This is an optimization exercise on Yosys and OpenROAD, whose aim is small area and a short achievable clock period, not a production implementation.
No functional check of the RTL was part of any run shown here.
No activity file was given, so power comes from the tool's default toggle rates.

==> flow/design.v, too long to show whole: its modules and the start of the top module <==
// module multiplier_pipelined: 2295 lines
// module mul_fa: 4 lines
// module mul_ha: 4 lines
module multiplier_pipelined(
    input logic clk,
    input logic[31:0] a,
    input logic[31:0] b,
    output logic[63:0] r
);
  // ...
==> flow/flow/run.sh <==
#!/bin/bash
# Standard ORFS layout (the standard.sh, unchanged synthesis), with the port
# buffers that global placement inserts made plain buffers instead of the
# default delay-cell choice. Each tool's output goes to a log file here.
set -euo pipefail
export BUFFER_PORTS_ARGS="-buffer_cell sky130_fd_sc_hd__buf_4"
bash standard.sh > standard_flow.log 2>&1
==> flow/standard.sh <==
#!/bin/bash
# synth_recipe.tcl (not shown) runs the flow's synth.tcl, then flattens the netlist and writes it again
# the make line also repeats each setting of config.mk as NAME=value (left out here)
make -C /OpenROAD-flow-scripts/flow DESIGN_CONFIG=/design/flow/config.mk WORK_HOME=/design/flow/orfs CLKGATE_MAP_FILE= SYNTH_SCRIPT=/design/flow/synth_recipe.tcl "${@:-finish}"
==> flow/config.mk <==
export PLATFORM = sky130hd
export DESIGN_NAME = multiplier_pipelined
export DESIGN_NICKNAME = multiplier_pipelined
export VERILOG_FILES = /design/flow/design.v
export SDC_FILE = /design/flow/constraint.sdc
export NUM_CORES = 4
export LEC_CHECK = 0
export CAP_MARGIN = 20
export CORE_MARGIN = 2
export CORE_UTILIZATION = 40
export SETUP_SLACK_MARGIN = 4.6
export SLEW_MARGIN = 20
export SYNTH_HIERARCHICAL = 1
export SYNTH_MINIMUM_KEEP_SIZE = 0
==> flow/constraint.sdc <==
create_clock -name core_clock -period 9.0 [get_ports {clk}]
set_input_delay 1.8000 -clock core_clock [delete_from_list [all_inputs] [get_ports {clk}]]
set_output_delay 1.8000 -clock core_clock [all_outputs]
set_load 0.01 [all_outputs]
==> reports/qor.yml, run 1 <==
clocking:
  cts.root.buffer_cell: "clkbuf_16"
  cts.clk_slew.worst_paths_ns: 0.07
  cts_setup_buffers: 26
  cts-hold-fix-buffers: 0
floorplanning:
  core-area_um2: 68700
  die_w_um: 268
  initial_utilization: 0.405
  tapcell.inserted: 931
power:
  design_power_total_uw: 14000
  maxPowerGroup: "combinational cells"
  p_clk_frac: 0.078
  p_switching_uw: 6840
sta:
  slew_headroom: 0.355
  timing.final.max_slew_violations: 0
  rsz0062_at_grt: "true"
  post-route-min-period_ns: 5.12
finish:
  num-clock-buffers: 30
  highest_count_cells_in_the_layout_ignoring_fill_and_taps: "xnor2_1 (398), a22o_1 (302), a221oi_1 (298)"
  drive_gt1_frac: 0.190
  final-clk-cell-share: 0.0272
  finalInstanceArea_um2: 31700
synthesis:
  avgSynthCellArea_um2: 9.52
  fraction_of_synthesized_area_in_multiplexers: 0
  synth_top_family_by_area: "compound AO/OA/AOI/OAI gates"
  yosys.area_share.adder: 0.266
  postSynth.asyncResetShare: 0
  yosys.area.top_type_share: 0.194
  yosys.cell_count.top_type: "xnor2_1"
placement:
  dp_slack_ns: 3.98
  dpl_cell_area_um2: 29100
status:
  result_of_the_run: "no timing/DRC/antenna violations"
global_routing:
  pin_count_of_the_biggest_net_entering_global_routing: 37
  grt_busiest_layer: "met2"
  grtUsageMet3: 0.120
route:
  wl_met3_mm: 16.0
  antenna_violating_nets_post_route: 0
  detailedRoute.firstPassIterationCount: 12
setup_path:
  worstPathCellList: "ha_4, nand3_2, a221o_1, a21oi_4, or3_4, a32oi_4, buf_12, o211ai_4, buf_4, a21oi_2, xnor2_1, buf_4"
  cpMostUsedCell: "buf_4"
  worst-r2r-setup-slack_ns: 4.66
  critPathBufInv: 3
  critical_path.endpoint_type: "output pin"
==> run 2: changes to the inputs <==
--- a/flow/design.v
+++ b/flow/design.v
@@ -118,140 +118,111 @@
     logic rs2_113;
     logic rs3_114;
     logic rs4_115;
     logic rneg116;
     logic rs1_117;
     logic rs2_118;
     logic rs3_119;
     logic rs4_120;
-    logic rx1177;
-    logic rx1178;
-    logic rx1179;
-    logic rx1180;
-    logic rx1181;
-    logic rx1182;
-    logic rx1183;
-    logic rx1184;
-    logic rx1185;
-    logic rx1186;
-    logic rx1187;
-    logic rx1188;
-    logic rx1189;
-    logic rx1190;
-    logic rx1191;
-    logic rx1192;
-    logic rx1193;
-    logic rx1194;
-    logic rx1195;
-    logic rx1196;
-    logic rx1197;
-    logic rx1198;
-    logic rx1199;
-    logic rx1200;
-    logic rx1201;
-    logic rx1202;
-    logic rx1203;
-    logic rx1204;
-    logic rx1205;
-    logic rx1206;
-    logic rx1207;
-    logic rx1208;
-    logic rx1209;
-    logic rx1210;
-    logic rx1211;
-    logic rx1212;
-    logic rx1213;
-    logic rx1214;
-    logic rx1215;
-    logic rx1216;
-    logic rx1217;
-    logic rx1218;
-    logic rx1219;
-    logic rx1220;
-    logic rx1221;
-    logic rx1222;
-    logic rx1223;
-    logic rx1224;
-    logic rx1225;
-    logic rx1226;
-    logic rx1227;
-    logic rx1228;
-    logic rx1229;
-    logic rx1230;
-    logic rx1231;
-    logic rx1232;
-    logic rx1233;
-    logic rx1234;
-    logic rx1235;
-    logic rx1236;
-    logic rx1237;
-    logic rx1238;
-    logic rx1239;
-    logic rx1240;
-    logic ry1241;
-    logic ry1242;
-    logic ry1243;
-    logic ry1244;
-    logic ry1245;
-    logic ry1246;
-    logic ry1247;
-    logic ry1248;
-    logic ry1249;
-    logic ry1250;
-    logic ry1251;
-    logic ry1252;
-    logic ry1253;
-    logic ry1254;
-    logic ry1255;
-    logic ry1256;
-    logic ry1257;
-    logic ry1258;
-    logic ry1259;
-    logic ry1260;
-    logic ry1261;
-    logic ry1262;
-    logic ry1263;
-    logic ry1264;
-    logic ry1265;
-    logic ry1266;
-    logic ry1267;
-    logic ry1268;
-    logic ry1269;
-    logic ry1270;
-    logic ry1271;
-    logic ry1272;
-    logic ry1273;
-    logic ry1274;
-    logic ry1275;
-    logic ry1276;
-    logic ry1277;
-    logic ry1278;
-    logic ry1279;
-    logic ry1280;
-    logic ry1281;
-    logic ry1282;
-    logic ry1283;
-    logic ry1284;
-    logic ry1285;
-    logic ry1286;
-    logic ry1287;
-    logic ry1288;
-    logic ry1289;
-    logic ry1290;
-    logic ry1291;
-    logic ry1292;
-    logic ry1293;
-    logic ry1294;
-    logic ry1295;
-    logic ry1296;
-    logic ry1297;
-    logic ry1298;
-    logic ry1299;
-    logic ry1300;
+    logic rs1178;
+    logic rs1179;
+    logic rc1180;
+    logic rs1182;
+    logic rs1183;
+    logic rc1184;
+    logic rs1186;
+    logic rs1187;
+    logic rc1188;
+    logic rs1190;
+    logic rs1191;
+    logic rc1192;
+    logic rs1194;
+    logic rs1195;
+    logic rc1196;
+    logic rs1198;
+    logic rs1199;
+    logic rc1200;
+    logic rs1202;
+    logic rs1203;
+    logic rc1204;
+    logic rs1206;
+    logic rs1207;
+    logic rc1208;
+    logic rs1210;
+    logic rs1211;
+    logic rc1212;
+    logic rs1214;
+    logic rs1215;
+    logic rc1216;
+    logic rs1218;
+    logic rs1219;
+    logic rc1220;
+    logic rs1222;
+    logic rs1223;
+    logic rc1224;
+    logic rs1226;
+    logic rs1227;
+    logic rc1228;
+    logic rs1230;
+    logic rs1231;
+    logic rc1232;
+    logic rs1234;
+    logic rs1235;
+    logic rc1236;
+    logic rs1238;
+    logic rs1239;
+    logic rc1240;
+    logic rs1242;
+    logic rs1243;
+    logic rc1244;
+    logic rs1246;
+    logic rs1247;
+    logic rc1248;
+    logic rs1250;
+    logic rs1251;
+    logic rc1252;
+    logic rs1254;
+    logic rs1255;
+    logic rc1256;
+    logic rs1258;
+    logic rs1259;
+    logic rc1260;
+    logic rs1262;
+    logic rs1263;
+    logic rc1264;
+    logic rs1266;
+    logic rs1267;
+    logic rc1268;
+    logic rs1270;
+    logic rs1271;
+    logic rc1272;
+    logic rs1274;
+    logic rs1275;
+    logic rc1276;
+    logic rs1278;
+    logic rs1279;
+    logic rc1280;
+    logic rs1282;
+    logic rs1283;
+    logic rc1284;
+    logic rs1286;
+    logic rs1287;
+    logic rc1288;
+    logic rs1290;
+    logic rs1291;
+    logic rc1292;
+    logic rs1294;
+    logic rs1295;
+    logic rc1296;
+    logic rs1298;
+    logic rs1299;
+    logic rc1300;
+    logic rs1302;
+    logic rs1303;
     logic pp121;
     logic pp122;
     logic pp123;
     logic pp124;
     logic pp125;
     logic pp126;
     logic pp127;
     logic pp128;
@@ -1298,16 +1269,198 @@
     logic s1169;
     logic c1170;
     logic s1171;
     logic c1172;
     logic s1173;
     logic c1174;
     logic s1175;
     logic c1176;
+    logic bp1304;
+    logic bp1305;
+    logic bp1306;
+    logic bp1307;
+    logic bp1308;
+    logic bp1309;
+    logic bp1310;
+    logic bp1311;
+    logic bp1312;
+    logic bp1313;
+    logic bp1314;
+    logic bp1315;
+    logic bp1316;
+    logic bp1317;
+    logic bp1318;
+    logic bp1319;
+    logic bp1320;
+    logic bp1321;
+    logic bp1322;
+    logic bp1323;
+    logic bp1324;
+    logic bp1325;
+    logic bp1326;
+    logic bp1327;
+    logic bp1328;
+    logic bp1329;
+    logic bp1330;
+    logic bp1331;
+    logic bp1332;
+    logic bp1333;
+    logic bp1334;
+    logic bp1335;
+    logic bg1336;
+    logic bq1337;
+    logic bg1338;
+    logic bq1339;
+    logic bg1340;
+    logic bq1341;
+    logic bg1342;
+    logic bq1343;
+    logic bg1344;
+    logic bq1345;
+    logic bg1346;
+    logic bq1347;
+    logic bg1348;
+    logic bq1349;
+    logic bg1350;
+    logic bq1351;
+    logic bg1352;
+    logic bq1353;
+    logic bg1354;
+    logic bq1355;
+    logic bg1356;
+    logic bq1357;
+    logic bg1358;
+    logic bq1359;
+    logic bg1360;
+    logic bq1361;
+    logic bg1362;
+    logic bq1363;
+    logic bg1364;
+    logic bq1365;
+    logic bg1366;
+    logic bq1367;
+    logic bg1368;
+    logic bq1369;
+    logic bg1370;
+    logic bq1371;
+    logic bg1372;
+    logic bq1373;
+    logic bg1374;
+    logic bq1375;
+    logic bg1376;
+    logic bq1377;
+    logic bg1378;
+    logic bq1379;
+    logic bg1380;
+    logic bq1381;
+    logic bg1382;
+    logic bq1383;
+    logic bg1384;
+    logic bq1385;
+    logic bg1386;
+    logic bq1387;
+    logic bg1388;
+    logic bq1389;
+    logic bg1390;
+    logic bq1391;
+    logic bg1392;
+    logic bq1393;
+    logic bg1394;
+    logic bq1395;
+    logic bg1396;
+    logic bq1397;
+    logic bg1398;
+    logic bq1399;
+    logic bg1400;
+    logic bq1401;
+    logic bg1402;
+    logic bq1403;
+    logic bg1404;
+    logic bq1405;
+    logic bg1406;
+    logic bq1407;
+    logic bg1408;
+    logic bq1409;
+    logic bg1410;
+    logic bq1411;
+    logic bg1412;
+    logic bq1413;
+    logic bg1414;
+    logic bq1415;
+    logic bg1416;
+    logic bq1417;
+    logic bg1418;
+    logic bq1419;
+    logic bg1420;
+    logic bq1421;
+    logic bg1422;
+    logic bq1423;
+    logic bg1424;
+    logic bq1425;
+    logic bg1426;
+    logic bq1427;
+    logic bg1428;
+    logic bq1429;
+    logic bg1430;
+    logic bq1431;
+    logic bg1432;
+    logic bq1433;
+    logic bg1434;
+    logic bq1435;
+    logic bg1436;
+    logic bq1437;
+    logic bg1438;
+    logic bq1439;
+    logic bg1440;
+    logic bq1441;
+    logic bg1442;
+    logic bq1443;
+    logic bg1444;
+    logic bq1445;
+    logic bg1446;
+    logic bq1447;
+    logic bg1448;
+    logic bq1449;
+    logic bg1450;
+    logic bq1451;
+    logic bg1452;
+    logic bq1453;
+    logic bg1454;
+    logic bq1455;
+    logic bg1456;
+    logic bq1457;
+    logic bg1458;
+    logic bq1459;
+    logic bg1460;
+    logic bq1461;
+    logic bg1462;
+    logic bq1463;
+    logic bg1464;
+    logic bq1465;
+    logic bg1466;
+    logic bq1467;
+    logic bg1468;
+    logic bq1469;
+    logic bg1470;
+    logic bq1471;
+    logic bg1472;
+    logic bq1473;
+    logic bg1474;
+    logic bq1475;
+    logic bg1476;
+    logic bq1477;
+    logic bg1478;
+    logic bq1479;
+    logic bg1480;
+    logic bq1481;
+    logic bg1482;
+    logic bq1483;
+    logic bg1484;
+    logic bq1485;
     always_ff @(posedge clk) begin
         ra1 <= a[0];
         ra2 <= a[1];
         ra3 <= a[2];
         ra4 <= a[3];
         ra5 <= a[4];
         ra6 <= a[5];
         ra7 <= a[6];
@@ -1418,140 +1571,111 @@
         rs2_113 <= (~b[29] & ~b[28] & b[27] & b[26]) | (~b[29] & b[28] & ~b[27] & ~b[26]) | (b[29] & ~b[28] & b[27] & b[26]) | (b[29] & b[28] & ~b[27] & ~b[26]);
         rs3_114 <= (~b[29] & b[28] & ~b[27] & b[26]) | (~b[29] & b[28] & b[27] & ~b[26]) | (b[29] & ~b[28] & ~b[27] & b[26]) | (b[29] & ~b[28] & b[27] & ~b[26]);
         rs4_115 <= (~b[29] & b[28] & b[27] & b[26]) | (b[29] & ~b[28] & ~b[27] & ~b[26]);
         rneg116 <= b[29] & ~(b[28] & b[27] & b[26]);
         rs1_117 <= (~b[31] & ~b[30] & b[29]) | (~b[31] & b[30] & ~b[29]);
         rs2_118 <= (~b[31] & b[30] & b[29]) | (b[31] & ~b[30] & ~b[29]);
         rs3_119 <= (b[31] & ~b[30] & b[29]) | (b[31] & b[30] & ~b[29]);
         rs4_120 <= (b[31] & b[30] & b[29]);
-        rx1177 <= pp121;
-        rx1178 <= pp122;
-        rx1179 <= pp123;
-        rx1180 <= pp156;
-        rx1181 <= c506;
-        rx1182 <= c508;
-        rx1183 <= s511;
-        rx1184 <= c514;
-        rx1185 <= c518;
-        rx1186 <= s525;
-        rx1187 <= c528;
-        rx1188 <= c534;
-        rx1189 <= c540;
-        rx1190 <= s553;
-        rx1191 <= c556;
-        rx1192 <= c564;
-        rx1193 <= c574;
-        rx1194 <= c584;
-        rx1195 <= c594;
-        rx1196 <= s615;
-        rx1197 <= c618;
-        rx1198 <= c630;
-        rx1199 <= c644;
-        rx1200 <= c658;
-        rx1201 <= c672;
-        rx1202 <= c688;
-        rx1203 <= c704;
-        rx1204 <= c720;
-        rx1205 <= s753;
-        rx1206 <= c756;
-        rx1207 <= c774;
-        rx1208 <= c792;
-        rx1209 <= c810;
-        rx1210 <= c828;
-        rx1211 <= c846;
-        rx1212 <= c866;
-        rx1213 <= c886;
-        rx1214 <= c906;
-        rx1215 <= c924;
-        rx1216 <= c942;
-        rx1217 <= c960;
-        rx1218 <= c976;
-        rx1219 <= c992;
-        rx1220 <= c1008;
-        rx1221 <= c1022;
-        rx1222 <= c1036;
-        rx1223 <= c1050;
-        rx1224 <= c1062;
-        rx1225 <= c1074;
-        rx1226 <= c1086;
-        rx1227 <= c1096;
-        rx1228 <= c1106;
-        rx1229 <= c1116;
-        rx1230 <= c1124;
-        rx1231 <= c1132;
-        rx1232 <= c1140;
-        rx1233 <= c1146;
-        rx1234 <= c1152;
-        rx1235 <= c1158;
-        rx1236 <= c1162;
-        rx1237 <= c1166;
-        rx1238 <= c1170;
-        rx1239 <= s1173;
-        rx1240 <= s1175;
-        ry1241 <= rneg71;
-        ry1242 <= s505;
-        ry1243 <= s507;
-        ry1244 <= s509;
-        ry1245 <= s513;
-        ry1246 <= s517;
-        ry1247 <= s521;
-        ry1248 <= s527;
-        ry1249 <= s533;
-        ry1250 <= s539;
-        ry1251 <= s547;
-        ry1252 <= s555;
-        ry1253 <= s563;
-        ry1254 <= s573;
-        ry1255 <= s583;
-        ry1256 <= s593;
-        ry1257 <= s605;
-        ry1258 <= s617;
-        ry1259 <= s629;
-        ry1260 <= s643;
-        ry1261 <= s657;
-        ry1262 <= s671;
-        ry1263 <= s687;
-        ry1264 <= s703;
-        ry1265 <= s719;
-        ry1266 <= s737;
-        ry1267 <= s755;
-        ry1268 <= s773;
-        ry1269 <= s791;
-        ry1270 <= s809;
-        ry1271 <= s827;
-        ry1272 <= s845;
-        ry1273 <= s865;
-        ry1274 <= s885;
-        ry1275 <= s905;
-        ry1276 <= s923;
-        ry1277 <= s941;
-        ry1278 <= s959;
-        ry1279 <= s975;
-        ry1280 <= s991;
-        ry1281 <= s1007;
-        ry1282 <= s1021;
-        ry1283 <= s1035;
-        ry1284 <= s1049;
-        ry1285 <= s1061;
-        ry1286 <= s1073;
-        ry1287 <= s1085;
-        ry1288 <= s1095;
-        ry1289 <= s1105;
-        ry1290 <= s1115;
-        ry1291 <= s1123;
-        ry1292 <= s1131;
-        ry1293 <= s1139;
-        ry1294 <= s1145;
-        ry1295 <= s1151;
-        ry1296 <= s1157;
-        ry1297 <= s1161;
-        ry1298 <= s1165;
-        ry1299 <= s1169;
-        ry1300 <= s1171;
+        rs1178 <= bs1177[0];
+        rs1179 <= bs1177[1];
+        rc1180 <= bs1177[2];
+        rs1182 <= bs1181[0];
+        rs1183 <= bs1181[1];
+        rc1184 <= bs1181[2];
+        rs1186 <= bs1185[0];
+        rs1187 <= bs1185[1];
+        rc1188 <= bs1185[2];
+        rs1190 <= bs1189[0];
+        rs1191 <= bs1189[1];
+        rc1192 <= bs1189[2];
+        rs1194 <= bs1193[0];
+        rs1195 <= bs1193[1];
+        rc1196 <= bs1193[2];
+        rs1198 <= bs1197[0];
+        rs1199 <= bs1197[1];
+        rc1200 <= bs1197[2];
+        rs1202 <= bs1201[0];
+        rs1203 <= bs1201[1];
+        rc1204 <= bs1201[2];
+        rs1206 <= bs1205[0];
+        rs1207 <= bs1205[1];
+        rc1208 <= bs1205[2];
+        rs1210 <= bs1209[0];
+        rs1211 <= bs1209[1];
+        rc1212 <= bs1209[2];
+        rs1214 <= bs1213[0];
+        rs1215 <= bs1213[1];
+        rc1216 <= bs1213[2];
+        rs1218 <= bs1217[0];
+        rs1219 <= bs1217[1];
+        rc1220 <= bs1217[2];
+        rs1222 <= bs1221[0];
+        rs1223 <= bs1221[1];
+        rc1224 <= bs1221[2];
+        rs1226 <= bs1225[0];
+        rs1227 <= bs1225[1];
+        rc1228 <= bs1225[2];
+        rs1230 <= bs1229[0];
+        rs1231 <= bs1229[1];
+        rc1232 <= bs1229[2];
+        rs1234 <= bs1233[0];
+        rs1235 <= bs1233[1];
+        rc1236 <= bs1233[2];
+        rs1238 <= bs1237[0];
+        rs1239 <= bs1237[1];
+        rc1240 <= bs1237[2];
+        rs1242 <= bs1241[0];
+        rs1243 <= bs1241[1];
+        rc1244 <= bs1241[2];
+        rs1246 <= bs1245[0];
+        rs1247 <= bs1245[1];
+        rc1248 <= bs1245[2];
+        rs1250 <= bs1249[0];
+        rs1251 <= bs1249[1];
+        rc1252 <= bs1249[2];
+        rs1254 <= bs1253[0];
+        rs1255 <= bs1253[1];
+        rc1256 <= bs1253[2];
+        rs1258 <= bs1257[0];
+        rs1259 <= bs1257[1];
+        rc1260 <= bs1257[2];
+        rs1262 <= bs1261[0];
+        rs1263 <= bs1261[1];
+        rc1264 <= bs1261[2];
+        rs1266 <= bs1265[0];
+        rs1267 <= bs1265[1];
+        rc1268 <= bs1265[2];
+        rs1270 <= bs1269[0];
+        rs1271 <= bs1269[1];
+        rc1272 <= bs1269[2];
+        rs1274 <= bs1273[0];
+        rs1275 <= bs1273[1];
+        rc1276 <= bs1273[2];
+        rs1278 <= bs1277[0];
+        rs1279 <= bs1277[1];
+        rc1280 <= bs1277[2];
+        rs1282 <= bs1281[0];
+        rs1283 <= bs1281[1];
+        rc1284 <= bs1281[2];
+        rs1286 <= bs1285[0];
+        rs1287 <= bs1285[1];
+        rc1288 <= bs1285[2];
+        rs1290 <= bs1289[0];
+        rs1291 <= bs1289[1];
+        rc1292 <= bs1289[2];
+        rs1294 <= bs1293[0];
+        rs1295 <= bs1293[1];
+        rc1296 <= bs1293[2];
+        rs1298 <= bs1297[0];
+        rs1299 <= bs1297[1];
+        rc1300 <= bs1297[2];
+        rs1302 <= bs1301[0];
+        rs1303 <= bs1301[1];
     end
     wire [33:0] t333 = {2'b0, a} + {1'b0, a, 1'b0};
     assign pp121 = ((rs1_67 & ra1) | (rs3_69 & ra1)) ^ rneg71;
     assign pp122 = ((rs1_67 & ra2) | (rs2_68 & ra1) | (rs3_69 & rt34)) ^ rneg71;
     assign pp123 = ((rs1_67 & ra3) | (rs2_68 & ra2) | (rs3_69 & rt35) | (rs4_70 & ra1)) ^ rneg71;
     assign pp124 = ((rs1_67 & ra4) | (rs2_68 & ra3) | (rs3_69 & rt36) | (rs4_70 & ra2)) ^ rneg71;
     assign pp125 = ((rs1_67 & ra5) | (rs2_68 & ra4) | (rs3_69 & rt37) | (rs4_70 & ra3)) ^ rneg71;
     assign pp126 = ((rs1_67 & ra6) | (rs2_68 & ra5) | (rs3_69 & rt38) | (rs4_70 & ra4)) ^ rneg71;
@@ -1970,17 +2094,230 @@
     assign s1163 = ~(pp468 ^ pp500);
     assign c1164 = pp468 | pp500;
     assign s1167 = ~(pp469 ^ pp501);
     assign c1168 = pp469 | pp501;
     assign s1173 = ~(pp503 ^ c1172);
     assign c1174 = pp503 | c1172;
     assign s1175 = ~(pp504 ^ c1174);
     assign c1176 = pp504 | c1174;
-    wire [63:0] sum1301 = {rx1240, rx1239, rx1238, rx1237, rx1236, rx1235, rx1234, rx1233, rx1232, rx1231, rx1230, rx1229, rx1228, rx1227, rx1226, rx1225, rx1224, rx1223, rx1222, rx1221, rx1220, rx1219, rx1218, rx1217, rx1216, rx1215, rx1214, rx1213, rx1212, rx1211, rx1210, rx1209, rx1208, rx1207, rx1206, rx1205, rx1204, rx1203, rx1202, rx1201, rx1200, rx1199, rx1198, rx1197, rx1196, rx1195, rx1194, rx1193, rx1192, rx1191, rx1190, rx1189, rx1188, rx1187, rx1186, rx1185, rx1184, rx1183, rx1182, rx1181, rx1180, rx1179, rx1178, rx1177} + {1'b0, 1'b0, ry1300, ry1299, ry1298, ry1297, ry1296, ry1295, ry1294, ry1293, ry1292, ry1291, ry1290, ry1289, ry1288, ry1287, ry1286, ry1285, ry1284, ry1283, ry1282, ry1281, ry1280, ry1279, ry1278, ry1277, ry1276, ry1275, ry1274, ry1273, ry1272, ry1271, ry1270, ry1269, ry1268, ry1267, ry1266, ry1265, ry1264, ry1263, ry1262, ry1261, ry1260, ry1259, ry1258, ry1257, ry1256, ry1255, ry1254, ry1253, ry1252, ry1251, ry1250, ry1249, ry1248, ry1247, ry1246, ry1245, ry1244, ry1243, ry1242, 1'b0, 1'b0, ry1241};
+    wire [2:0] bs1177 = {pp122, pp121} + {1'b0, rneg71};
+    wire [2:0] bs1181 = {pp156, pp123} + {s505, 1'b0};
+    wire [2:0] bs1185 = {c508, c506} + {s509, s507};
+    wire [2:0] bs1189 = {c514, s511} + {s517, s513};
+    wire [2:0] bs1193 = {s525, c518} + {s527, s521};
+    wire [2:0] bs1197 = {c534, c528} + {s539, s533};
+    wire [2:0] bs1201 = {s553, c540} + {s555, s547};
+    wire [2:0] bs1205 = {c564, c556} + {s573, s563};
+    wire [2:0] bs1209 = {c584, c574} + {s593, s583};
+    wire [2:0] bs1213 = {s615, c594} + {s617, s605};
+    wire [2:0] bs1217 = {c630, c618} + {s643, s629};
+    wire [2:0] bs1221 = {c658, c644} + {s671, s657};
+    wire [2:0] bs1225 = {c688, c672} + {s703, s687};
+    wire [2:0] bs1229 = {c720, c704} + {s737, s719};
+    wire [2:0] bs1233 = {c756, s753} + {s773, s755};
+    wire [2:0] bs1237 = {c792, c774} + {s809, s791};
+    wire [2:0] bs1241 = {c828, c810} + {s845, s827};
+    wire [2:0] bs1245 = {c866, c846} + {s885, s865};
+    wire [2:0] bs1249 = {c906, c886} + {s923, s905};
+    wire [2:0] bs1253 = {c942, c924} + {s959, s941};
+    wire [2:0] bs1257 = {c976, c960} + {s991, s975};
+    wire [2:0] bs1261 = {c1008, c992} + {s1021, s1007};
+    wire [2:0] bs1265 = {c1036, c1022} + {s1049, s1035};
+    wire [2:0] bs1269 = {c1062, c1050} + {s1073, s1061};
+    wire [2:0] bs1273 = {c1086, c1074} + {s1095, s1085};
+    wire [2:0] bs1277 = {c1106, c1096} + {s1115, s1105};
+    wire [2:0] bs1281 = {c1124, c1116} + {s1131, s1123};
+    wire [2:0] bs1285 = {c1140, c1132} + {s1145, s1139};
+    wire [2:0] bs1289 = {c1152, c1146} + {s1157, s1151};
+    wire [2:0] bs1293 = {c1162, c1158} + {s1165, s1161};
+    wire [2:0] bs1297 = {c1170, c1166} + {s1171, s1169};
+    wire [2:0] bs1301 = {s1175, s1173} + {1'b0, 1'b0};
+    assign bp1304 = &{rs1178, rs1179};
+    assign bp1305 = &{rs1182, rs1183};
+    assign bp1306 = &{rs1186, rs1187};
+    assign bp1307 = &{rs1190, rs1191};
+    assign bp1308 = &{rs1194, rs1195};
+    assign bp1309 = &{rs1198, rs1199};
+    assign bp1310 = &{rs1202, rs1203};
+    assign bp1311 = &{rs1206, rs1207};
+    assign bp1312 = &{rs1210, rs1211};
+    assign bp1313 = &{rs1214, rs1215};
+    assign bp1314 = &{rs1218, rs1219};
+    assign bp1315 = &{rs1222, rs1223};
+    assign bp1316 = &{rs1226, rs1227};
+    assign bp1317 = &{rs1230, rs1231};
+    assign bp1318 = &{rs1234, rs1235};
+    assign bp1319 = &{rs1238, rs1239};
+    assign bp1320 = &{rs1242, rs1243};
+    assign bp1321 = &{rs1246, rs1247};
+    assign bp1322 = &{rs1250, rs1251};
+    assign bp1323 = &{rs1254, rs1255};
+    assign bp1324 = &{rs1258, rs1259};
+    assign bp1325 = &{rs1262, rs1263};
+    assign bp1326 = &{rs1266, rs1267};
+    assign bp1327 = &{rs1270, rs1271};
+    assign bp1328 = &{rs1274, rs1275};
+    assign bp1329 = &{rs1278, rs1279};
+    assign bp1330 = &{rs1282, rs1283};
+    assign bp1331 = &{rs1286, rs1287};
+    assign bp1332 = &{rs1290, rs1291};
+    assign bp1333 = &{rs1294, rs1295};
+    assign bp1334 = &{rs1298, rs1299};
+    assign bp1335 = &{rs1302, rs1303};
+    assign bg1336 = rc1184 | (bp1305 & rc1180);
+    assign bq1337 = bp1305 & bp1304;
+    assign bg1338 = rc1192 | (bp1307 & rc1188);
+    assign bq1339 = bp1307 & bp1306;
+    assign bg1340 = rc1200 | (bp1309 & rc1196);
+    assign bq1341 = bp1309 & bp1308;
+    assign bg1342 = rc1208 | (bp1311 & rc1204);
+    assign bq1343 = bp1311 & bp1310;
+    assign bg1344 = rc1216 | (bp1313 & rc1212);
+    assign bq1345 = bp1313 & bp1312;
+    assign bg1346 = rc1224 | (bp1315 & rc1220);
+    assign bq1347 = bp1315 & bp1314;
+    assign bg1348 = rc1232 | (bp1317 & rc1228);
+    assign bq1349 = bp1317 & bp1316;
+    assign bg1350 = rc1240 | (bp1319 & rc1236);
+    assign bq1351 = bp1319 & bp1318;
+    assign bg1352 = rc1248 | (bp1321 & rc1244);
+    assign bq1353 = bp1321 & bp1320;
+    assign bg1354 = rc1256 | (bp1323 & rc1252);
+    assign bq1355 = bp1323 & bp1322;
+    assign bg1356 = rc1264 | (bp1325 & rc1260);
+    assign bq1357 = bp1325 & bp1324;
+    assign bg1358 = rc1272 | (bp1327 & rc1268);
+    assign bq1359 = bp1327 & bp1326;
+    assign bg1360 = rc1280 | (bp1329 & rc1276);
+    assign bq1361 = bp1329 & bp1328;
+    assign bg1362 = rc1288 | (bp1331 & rc1284);
+    assign bq1363 = bp1331 & bp1330;
+    assign bg1364 = rc1296 | (bp1333 & rc1292);
+    assign bq1365 = bp1333 & bp1332;
+    assign bg1366 = rc1188 | (bp1306 & bg1336);
+    assign bq1367 = bp1306 & bq1337;
+    assign bg1368 = bg1338 | (bq1339 & bg1336);
+    assign bq1369 = bq1339 & bq1337;
+    assign bg1370 = rc1204 | (bp1310 & bg1340);
+    assign bq1371 = bp1310 & bq1341;
+    assign bg1372 = bg1342 | (bq1343 & bg1340);
+    assign bq1373 = bq1343 & bq1341;
+    assign bg1374 = rc1220 | (bp1314 & bg1344);
+    assign bq1375 = bp1314 & bq1345;
+    assign bg1376 = bg1346 | (bq1347 & bg1344);
+    assign bq1377 = bq1347 & bq1345;
+    assign bg1378 = rc1236 | (bp1318 & bg1348);
+    assign bq1379 = bp1318 & bq1349;
+    assign bg1380 = bg1350 | (bq1351 & bg1348);
+    assign bq1381 = bq1351 & bq1349;
+    assign bg1382 = rc1252 | (bp1322 & bg1352);
+    assign bq1383 = bp1322 & bq1353;
+    assign bg1384 = bg1354 | (bq1355 & bg1352);
+    assign bq1385 = bq1355 & bq1353;
+    assign bg1386 = rc1268 | (bp1326 & bg1356);
+    assign bq1387 = bp1326 & bq1357;
+    assign bg1388 = bg1358 | (bq1359 & bg1356);
+    assign bq1389 = bq1359 & bq1357;
+    assign bg1390 = rc1284 | (bp1330 & bg1360);
+    assign bq1391 = bp1330 & bq1361;
+    assign bg1392 = bg1362 | (bq1363 & bg1360);
+    assign bq1393 = bq1363 & bq1361;
+    assign bg1394 = rc1300 | (bp1334 & bg1364);
+    assign bq1395 = bp1334 & bq1365;
+    assign bg1396 = rc1196 | (bp1308 & bg1368);
+    assign bq1397 = bp1308 & bq1369;
+    assign bg1398 = bg1340 | (bq1341 & bg1368);
+    assign bq1399 = bq1341 & bq1369;
+    assign bg1400 = bg1370 | (bq1371 & bg1368);
+    assign bq1401 = bq1371 & bq1369;
+    assign bg1402 = bg1372 | (bq1373 & bg1368);
+    assign bq1403 = bq1373 & bq1369;
+    assign bg1404 = rc1228 | (bp1316 & bg1376);
+    assign bq1405 = bp1316 & bq1377;
+    assign bg1406 = bg1348 | (bq1349 & bg1376);
+    assign bq1407 = bq1349 & bq1377;
+    assign bg1408 = bg1378 | (bq1379 & bg1376);
+    assign bq1409 = bq1379 & bq1377;
+    assign bg1410 = bg1380 | (bq1381 & bg1376);
+    assign bq1411 = bq1381 & bq1377;
+    assign bg1412 = rc1260 | (bp1324 & bg1384);
+    assign bq1413 = bp1324 & bq1385;
+    assign bg1414 = bg1356 | (bq1357 & bg1384);
+    assign bq1415 = bq1357 & bq1385;
+    assign bg1416 = bg1386 | (bq1387 & bg1384);
+    assign bq1417 = bq1387 & bq1385;
+    assign bg1418 = bg1388 | (bq1389 & bg1384);
+    assign bq1419 = bq1389 & bq1385;
+    assign bg1420 = rc1292 | (bp1332 & bg1392);
+    assign bq1421 = bp1332 & bq1393;
+    assign bg1422 = bg1364 | (bq1365 & bg1392);
+    assign bq1423 = bq1365 & bq1393;
+    assign bg1424 = bg1394 | (bq1395 & bg1392);
+    assign bq1425 = bq1395 & bq1393;
+    assign bg1426 = rc1212 | (bp1312 & bg1402);
+    assign bq1427 = bp1312 & bq1403;
+    assign bg1428 = bg1344 | (bq1345 & bg1402);
+    assign bq1429 = bq1345 & bq1403;
+    assign bg1430 = bg1374 | (bq1375 & bg1402);
+    assign bq1431 = bq1375 & bq1403;
+    assign bg1432 = bg1376 | (bq1377 & bg1402);
+    assign bq1433 = bq1377 & bq1403;
+    assign bg1434 = bg1404 | (bq1405 & bg1402);
+    assign bq1435 = bq1405 & bq1403;
+    assign bg1436 = bg1406 | (bq1407 & bg1402);
+    assign bq1437 = bq1407 & bq1403;
+    assign bg1438 = bg1408 | (bq1409 & bg1402);
+    assign bq1439 = bq1409 & bq1403;
+    assign bg1440 = bg1410 | (bq1411 & bg1402);
+    assign bq1441 = bq1411 & bq1403;
+    assign bg1442 = rc1276 | (bp1328 & bg1418);
+    assign bq1443 = bp1328 & bq1419;
+    assign bg1444 = bg1360 | (bq1361 & bg1418);
+    assign bq1445 = bq1361 & bq1419;
+    assign bg1446 = bg1390 | (bq1391 & bg1418);
+    assign bq1447 = bq1391 & bq1419;
+    assign bg1448 = bg1392 | (bq1393 & bg1418);
+    assign bq1449 = bq1393 & bq1419;
+    assign bg1450 = bg1420 | (bq1421 & bg1418);
+    assign bq1451 = bq1421 & bq1419;
+    assign bg1452 = bg1422 | (bq1423 & bg1418);
+    assign bq1453 = bq1423 & bq1419;
+    assign bg1454 = bg1424 | (bq1425 & bg1418);
+    assign bq1455 = bq1425 & bq1419;
+    assign bg1456 = rc1244 | (bp1320 & bg1440);
+    assign bq1457 = bp1320 & bq1441;
+    assign bg1458 = bg1352 | (bq1353 & bg1440);
+    assign bq1459 = bq1353 & bq1441;
+    assign bg1460 = bg1382 | (bq1383 & bg1440);
+    assign bq1461 = bq1383 & bq1441;
+    assign bg1462 = bg1384 | (bq1385 & bg1440);
+    assign bq1463 = bq1385 & bq1441;
+    assign bg1464 = bg1412 | (bq1413 & bg1440);
+    assign bq1465 = bq1413 & bq1441;
+    assign bg1466 = bg1414 | (bq1415 & bg1440);
+    assign bq1467 = bq1415 & bq1441;
+    assign bg1468 = bg1416 | (bq1417 & bg1440);
+    assign bq1469 = bq1417 & bq1441;
+    assign bg1470 = bg1418 | (bq1419 & bg1440);
+    assign bq1471 = bq1419 & bq1441;
+    assign bg1472 = bg1442 | (bq1443 & bg1440);
+    assign bq1473 = bq1443 & bq1441;
+    assign bg1474 = bg1444 | (bq1445 & bg1440);
+    assign bq1475 = bq1445 & bq1441;
+    assign bg1476 = bg1446 | (bq1447 & bg1440);
+    assign bq1477 = bq1447 & bq1441;
+    assign bg1478 = bg1448 | (bq1449 & bg1440);
+    assign bq1479 = bq1449 & bq1441;
+    assign bg1480 = bg1450 | (bq1451 & bg1440);
+    assign bq1481 = bq1451 & bq1441;
+    assign bg1482 = bg1452 | (bq1453 & bg1440);
+    assign bq1483 = bq1453 & bq1441;
+    assign bg1484 = bg1454 | (bq1455 & bg1440);
+    assign bq1485 = bq1455 & bq1441;
     mul_ha us505 (.x(rneg76), .y(pp124), .s(s505), .c(c506));
     mul_ha us507 (.x(pp125), .y(pp157), .s(s507), .c(c508));
     mul_ha us509 (.x(pp126), .y(pp158), .s(s509), .c(c510));
     mul_fa us511 (.x(rneg81), .y(pp127), .z(pp159), .s(s511), .c(c512));
     mul_ha us513 (.x(pp191), .y(c510), .s(s513), .c(c514));
     mul_fa us515 (.x(pp128), .y(pp160), .z(pp192), .s(s515), .c(c516));
     mul_ha us517 (.x(c512), .y(s515), .s(s517), .c(c518));
     mul_fa us519 (.x(pp129), .y(pp161), .z(pp193), .s(s519), .c(c520));
@@ -2286,17 +2623,17 @@
     mul_ha us1151 (.x(c1144), .y(s1149), .s(s1151), .c(c1152));
     mul_fa us1155 (.x(pp498), .y(c1148), .z(s1153), .s(s1155), .c(c1156));
     mul_ha us1157 (.x(s1155), .y(c1150), .s(s1157), .c(c1158));
     mul_fa us1159 (.x(pp435), .y(pp467), .z(pp499), .s(s1159), .c(c1160));
     mul_fa us1161 (.x(c1154), .y(s1159), .z(c1156), .s(s1161), .c(c1162));
     mul_ha us1165 (.x(s1163), .y(c1160), .s(s1165), .c(c1166));
     mul_ha us1169 (.x(c1164), .y(s1167), .s(s1169), .c(c1170));
     mul_fa us1171 (.x(pp470), .y(pp502), .z(c1168), .s(s1171), .c(c1172));
-    assign r = {sum1301[63], sum1301[62], sum1301[61], sum1301[60], sum1301[59], sum1301[58], sum1301[57], sum1301[56], sum1301[55], sum1301[54], sum1301[53], sum1301[52], sum1301[51], sum1301[50], sum1301[49], sum1301[48], sum1301[47], sum1301[46], sum1301[45], sum1301[44], sum1301[43], sum1301[42], sum1301[41], sum1301[40], sum1301[39], sum1301[38], sum1301[37], sum1301[36], sum1301[35], sum1301[34], sum1301[33], sum1301[32], sum1301[31], sum1301[30], sum1301[29], sum1301[28], sum1301[27], sum1301[26], sum1301[25], sum1301[24], sum1301[23], sum1301[22], sum1301[21], sum1301[20], sum1301[19], sum1301[18], sum1301[17], sum1301[16], sum1301[15], sum1301[14], sum1301[13], sum1301[12], sum1301[11], sum1301[10], sum1301[9], sum1301[8], sum1301[7], sum1301[6], sum1301[5], sum1301[4], sum1301[3], sum1301[2], sum1301[1], sum1301[0]};
+    assign r = {(rs1303 ^ (bg1484 & rs1302)), (rs1302 ^ bg1484), (rs1299 ^ (bg1482 & rs1298)), (rs1298 ^ bg1482), (rs1295 ^ (bg1480 & rs1294)), (rs1294 ^ bg1480), (rs1291 ^ (bg1478 & rs1290)), (rs1290 ^ bg1478), (rs1287 ^ (bg1476 & rs1286)), (rs1286 ^ bg1476), (rs1283 ^ (bg1474 & rs1282)), (rs1282 ^ bg1474), (rs1279 ^ (bg1472 & rs1278)), (rs1278 ^ bg1472), (rs1275 ^ (bg1470 & rs1274)), (rs1274 ^ bg1470), (rs1271 ^ (bg1468 & rs1270)), (rs1270 ^ bg1468), (rs1267 ^ (bg1466 & rs1266)), (rs1266 ^ bg1466), (rs1263 ^ (bg1464 & rs1262)), (rs1262 ^ bg1464), (rs1259 ^ (bg1462 & rs1258)), (rs1258 ^ bg1462), (rs1255 ^ (bg1460 & rs1254)), (rs1254 ^ bg1460), (rs1251 ^ (bg1458 & rs1250)), (rs1250 ^ bg1458), (rs1247 ^ (bg1456 & rs1246)), (rs1246 ^ bg1456), (rs1243 ^ (bg1440 & rs1242)), (rs1242 ^ bg1440), (rs1239 ^ (bg1438 & rs1238)), (rs1238 ^ bg1438), (rs1235 ^ (bg1436 & rs1234)), (rs1234 ^ bg1436), (rs1231 ^ (bg1434 & rs1230)), (rs1230 ^ bg1434), (rs1227 ^ (bg1432 & rs1226)), (rs1226 ^ bg1432), (rs1223 ^ (bg1430 & rs1222)), (rs1222 ^ bg1430), (rs1219 ^ (bg1428 & rs1218)), (rs1218 ^ bg1428), (rs1215 ^ (bg1426 & rs1214)), (rs1214 ^ bg1426), (rs1211 ^ (bg1402 & rs1210)), (rs1210 ^ bg1402), (rs1207 ^ (bg1400 & rs1206)), (rs1206 ^ bg1400), (rs1203 ^ (bg1398 & rs1202)), (rs1202 ^ bg1398), (rs1199 ^ (bg1396 & rs1198)), (rs1198 ^ bg1396), (rs1195 ^ (bg1368 & rs1194)), (rs1194 ^ bg1368), (rs1191 ^ (bg1366 & rs1190)), (rs1190 ^ bg1366), (rs1187 ^ (bg1336 & rs1186)), (rs1186 ^ bg1336), (rs1183 ^ (rc1180 & rs1182)), (rs1182 ^ rc1180), (rs1179), (rs1178)};
 endmodule
 module mul_fa(input logic x, input logic y, input logic z, output logic s, output logic c);
     assign s = x ^ y ^ z;
     assign c = (x & y) | (z & (x ^ y));
 endmodule
 module mul_ha(input logic x, input logic y, output logic s, output logic c);
     assign s = x ^ y;
     assign c = x & y;
==> flow/config.mk (replaced) <==
export PLATFORM = sky130hd
export DESIGN_NAME = multiplier_pipelined
export DESIGN_NICKNAME = multiplier_pipelined
export VERILOG_FILES = /design/flow/design.v
export SDC_FILE = /design/flow/constraint.sdc
export NUM_CORES = 4
export LEC_CHECK = 0
export CAP_MARGIN = 20
export CORE_MARGIN = 2
export CORE_UTILIZATION = 40
export SETUP_SLACK_MARGIN = 4.4
export SLEW_MARGIN = 20
export SYNTH_HIERARCHICAL = 1
export SYNTH_MINIMUM_KEEP_SIZE = 0
==> reports/qor.yml, run 2 <==
global_routing:
  grtUsageMet3: 0.0857  # was 0.120
  grt_busiest_layer: "met2"  # unchanged
  grt_first_pass_wirelength_mm: 149  # was 161 mm
  pin_count_of_the_biggest_net_entering_global_routing: 37  # unchanged
  number_of_antenna_violations_at_the_first_check_in_global_routing: 0  # was 1
  grt.met1_usage: 0.387  # was 0.386
  grt_pass1_vias: 22800  # was 25200
  grt.total_usage: 0.290  # was 0.293
  met2_usage: 0.439  # was 0.428
  grt_overflow: 0  # unchanged
floorplanning:
  core-area_um2: 64000  # was 68700 um2
  die_area_um2: 66400  # was 71700 um2
  initial_utilization: 0.402  # was 0.405
  die_y_um: 258  # was 268 um
  die_w_um: 258  # was 268 um
  pin_count: 129  # unchanged
  num_rows: 93  # was 96
power:
  power_report.internal_total_uw: 7190  # was 7200 uW
  combinationalPowerShare: 0.774  # was 0.779
  power.ir.vdd_worst_v: 0.000347  # was 0.000207 V
  p_leak_uw: 0.0116  # was 0.0119 uW
  power.share.sequential: 0.146  # was 0.143
  p_clk_frac: 0.080  # was 0.078
  power_density_nw_per_um2: 440  # was 443 nW/um2
  power.switching_fraction: 0.465  # was 0.487
  p_switching_uw: 6240  # was 6840 uW
synthesis:
  netlist.top_cell.by_area: "fa_1"  # unchanged
  synth_top_flop_cell: "dfxtp_1"  # unchanged
  synth-edff-count: 0  # unchanged
  yosys.cell_count.top_type: "xnor2_1"  # unchanged
  synth.area.top_cells: "fa_1 (23%), dfxtp_1 (17%), xnor2_1 (13%)"  # was fa_1 (19%), dfxtp_1 (17%), xnor2_1 (13%)
  synth.yosys.seq_area_share: 0.166  # was 0.175
  yosys.area.top_type_share: 0.232  # was 0.194
  post_synth_inst_count: 2577  # was 2921
  ys_warn_count: 7  # unchanged
  number_of_synthesized_register_bits: 214  # was 243
  postSynth.asyncResetShare: 0  # unchanged
  synth_area_um2: 25800  # was 27800 um2
  syn_nets: 3103  # was 3416
  avgSynthCellArea_um2: 9.99  # was 9.52 um2
  synth_cell_type_count: 63  # was 83
  yosys-top-cells-count: "xnor2_1 (380), clkbuf_1 (314), a221oi_1 (302), a22o_1 (302), fa_1 (299)"  # was xnor2_1 (415), clkbuf_1 (308), a221oi_1 (304)
clocking:
  clk_path_buf_depth: 3  # unchanged
  cts.htree.levels: 1  # unchanged
  numCtsBuffers: 25  # was 24
  cts-hold-fix-buffers: 0  # unchanged
  tritoncts_clock_tree: "yes"  # unchanged
  cts_num_sinks: 214  # was 243
  cts.root.buffer_cell: "clkbuf_16"  # unchanged
  cts.clk_slew.worst_paths_ns: 0.06  # was 0.07 ns
  latest_clock_arrival_within_the_worst_skew_pair_ns: 0.59  # was 0.56 ns
run:
  maxcap_violations: 0  # unchanged
placement:
  routabilityCongestion: 0.956  # was 0.927
  hpwlAfterDp_mm: 67.1  # was 70.9 mm
  placement.io_buffers: 128  # unchanged
route:
  antenna_violating_nets_post_route: 0  # unchanged
  drt_drc_violations_left: 0  # unchanged
  postRouteWirelength_mm: 102  # was 108 mm
  routedWlPerCell_um: 29.8  # was 28.6 um
  dr_total_vias: 23000  # was 25400
  detailedRoute.firstPassIterationCount: 8  # was 12
  drtIter0Drc: 2888  # was 3380
  routed_via_density: 6.74  # was 6.70
sta:
  finalHoldViolCount: 0  # unchanged
  post-route-min-period_ns: 5.29  # was 5.12 ns
  clock-skew-final_ns: 0.0195  # was 0.0127 ns
  setup-violations-final: 0  # unchanged
  fin_worst_hold_slack_ns: 0.787  # was 0.780 ns
  final.period_utilization: 0.588  # was 0.569
  timing.fmax_mhz: 189  # was 195 MHz
  setup_total_negative_slack_ns: 0  # unchanged
  rsz0062_at_grt: "true"  # unchanged
  worstMarginPinSlew_ns: 0.963  # was 0.967 ns
  slew_headroom: 0.358  # was 0.355
  timing.final.max_slew_violations: 0  # unchanged
setup_path:
  worstRegToRegCells: 13  # was 8
  worstSetupPathDepth: 13  # was 12
  crit_path_max_fanout: 3  # unchanged
  critical_path_class: "register to output pin"  # unchanged
  critical_path.endpoint_type: "output pin"  # unchanged
  crit_path_slowest_cell: "dfxtp_2"  # was a221o_1
  worst_ep_required_time_ns: 7.20  # about the same
  cpMostUsedCell: "buf_4"  # unchanged
  critical_path_startpoint_category: "register"  # unchanged
  worstPathCellList: "a31oi_4, a211oi_4, nor4b_4, buf_4, o211ai_4, a2111oi_4, buf_6, o21ai_4, o41ai_4, a31o_1, ha_1, xor2_1, buf_4"  # was ha_4, nand3_2, a221o_1, a21oi_4, or3_4, a32oi_4, buf_12, o211ai_4, buf_4, a21oi_2, xnor2_1, buf_4
  path_delay_family: "compound AO/OA/AOI/OAI gates"  # unchanged
  critical_path_arrival_ns: 3.49  # was 3.32 ns
  max_stage_delay_ns: 0.35  # was 0.39 ns
  critPathBufInv: 3  # unchanged
status:
  result_of_the_run: "no timing/DRC/antenna violations"  # unchanged
finish:
  layout_commonest_cell: "xnor2_1"  # unchanged
  fillerInstances: 5879  # was 6489
  highest_count_cells_in_the_layout_ignoring_fill_and_taps: "xnor2_1 (365), a22o_1 (301), fa_1 (247)"  # was xnor2_1 (398), a22o_1 (302), a221oi_1 (298)
  antennaDiodeCount: 0  # unchanged
  seqCellArea_um2: 4410  # was 5000 um2
  multi_input_area_um2: 21200  # was 22400 um2
  drive_gt1_frac: 0.225  # was 0.190
  area_growth_syn_to_fin_pct: 18.4  # was 14.1%
  final_nets: 3064  # was 3331
hold_path:
  holdPathStages: 2  # was 1
  min-delay-path-class: "register to register"  # unchanged
run 2: final cells by class:
class | count | share of cell area
clock inverters | 15 | 0.00632
clock buffers | 29 | 0.0220
flip-flops and latches | 214 | 0.145
inverters | 61 | 0.00759
repair buffers | 272 | 0.0897
well taps | 855 | 0.0351
multi-input cells | 1964 | 0.695
run 2: kinds of logic after synthesis:
family / Yosys count / share of synthesized area
XOR/XNOR: 420 / 0.143
AND/OR/NAND/NOR: 214 / 0.0420
AO/OA/AOI/OAI: 868 / 0.279
flip-flops: 214 / 0.166
adder cells (fa/ha/maj): 461 / 0.311
multiplexers: 1 / 0.000389
buffers and inverters: 399 / 0.0584
run 2: tightest hold or removal path: stages, from the launching register on:
cell and delay, ns:
dfxtp_2 0.32, buf_6 0.23, xnor2_1 0.20
run 2: layer usage:
layer  up-vias  wire length (um)
met1     11400             39800
met5         -                 0
li1       9555                 -
met2      1639             43600
met4         0              5220
met3       377             12900
run 2: repair_timing:
item                       CTS  global route
resized for setup          210           207
buffers inserted            13            34
setup endpoints to repair   69            59
cloned                       0            10
pin swaps                   39            82
run 2: power groups by stage:
stage	logic (uW)	registers [uW]	clock network, uW
2_1_floorplan	6680	1690	0
3_3_place_gp	9490	1890	0
3_5_place_dp	9730	1900	0
4_1_cts	10100	1920	1100
5_1_grt	12100	1990	1130
6_report	10400	1970	1070
run 2: Yosys stat by module (local to each module, per instance):
module | flops+latches | cells
mul_fa | 0 | 1
mul_ha | 0 | 1
multiplier_pipelined | 214 | 2262
run 2: path summary, 6_finish.rpt:
kind	startpoint	to	slack [ns]
worst max-delay path	rs1183$_DFF_P_	r[63]	3.71
worst min-delay path	rneg71$_DFF_P_	rs1178$_DFF_P_	0.79
worst max register to register	rs3_84$_DFF_P_	rs1259$_DFF_P_	4.38
worst min register to register	rneg71$_DFF_P_	rs1178$_DFF_P_	0.79
run 2: metrics by stage:
stage / util / power, uW / cells / area (um2) / setup slack (ns)
finish: 0.476 / 13400 / 3410 / 30500 / 3.71
global route: 0.476 / 15200 / 3410 / 30500 / 3.56
CTS: 0.454 / 13100 / 3366 / 29000 / 3.49
detailed placement: 0.425 / 11600 / 3309 / 27200 / 3.68
global placement: 0.425 / 11400 / 3309 / 27200 / 3.69
floorplan: - / 8370 / 2577 / 25800 / 4.39

==> what the ideal ports hide <==
Ports are ideal in the flow. The routed layouts listed here were re-timed in OpenROAD.
Step 1 (the two cells are an assumption about what drives the block):
set clk [get_ports {clk}]
set_driving_cell -lib_cell sky130_fd_sc_hd__clkbuf_16 $clk
set_driving_cell -lib_cell sky130_fd_sc_hd__buf_2 [delete_from_list [all_inputs] $clk]
Step 2 adds t to the input delays and takes it off the output delays; t is the mean of the earliest and latest rising clock arrival at the registers after step 1. Input paths then give back, and output paths get back, about the clock's delay inside the block.
Slacks: no drivers / after step 1 / after step 2; pairs: no drivers / after step 1.
run | t (ns) | slack for setup (ns) | slew at the worst register clock pin (ns) | worst data-port slew with drivers (ns)
run 1 | 0.622 | 3.878 / 3.816 / 4.393 | 0.07 / 0.07 | 0.08
run 2 | 0.643 | 3.709 / 3.647 / 3.990 | 0.07 / 0.07 | 0.07
After both steps every run listed still meets setup and hold.
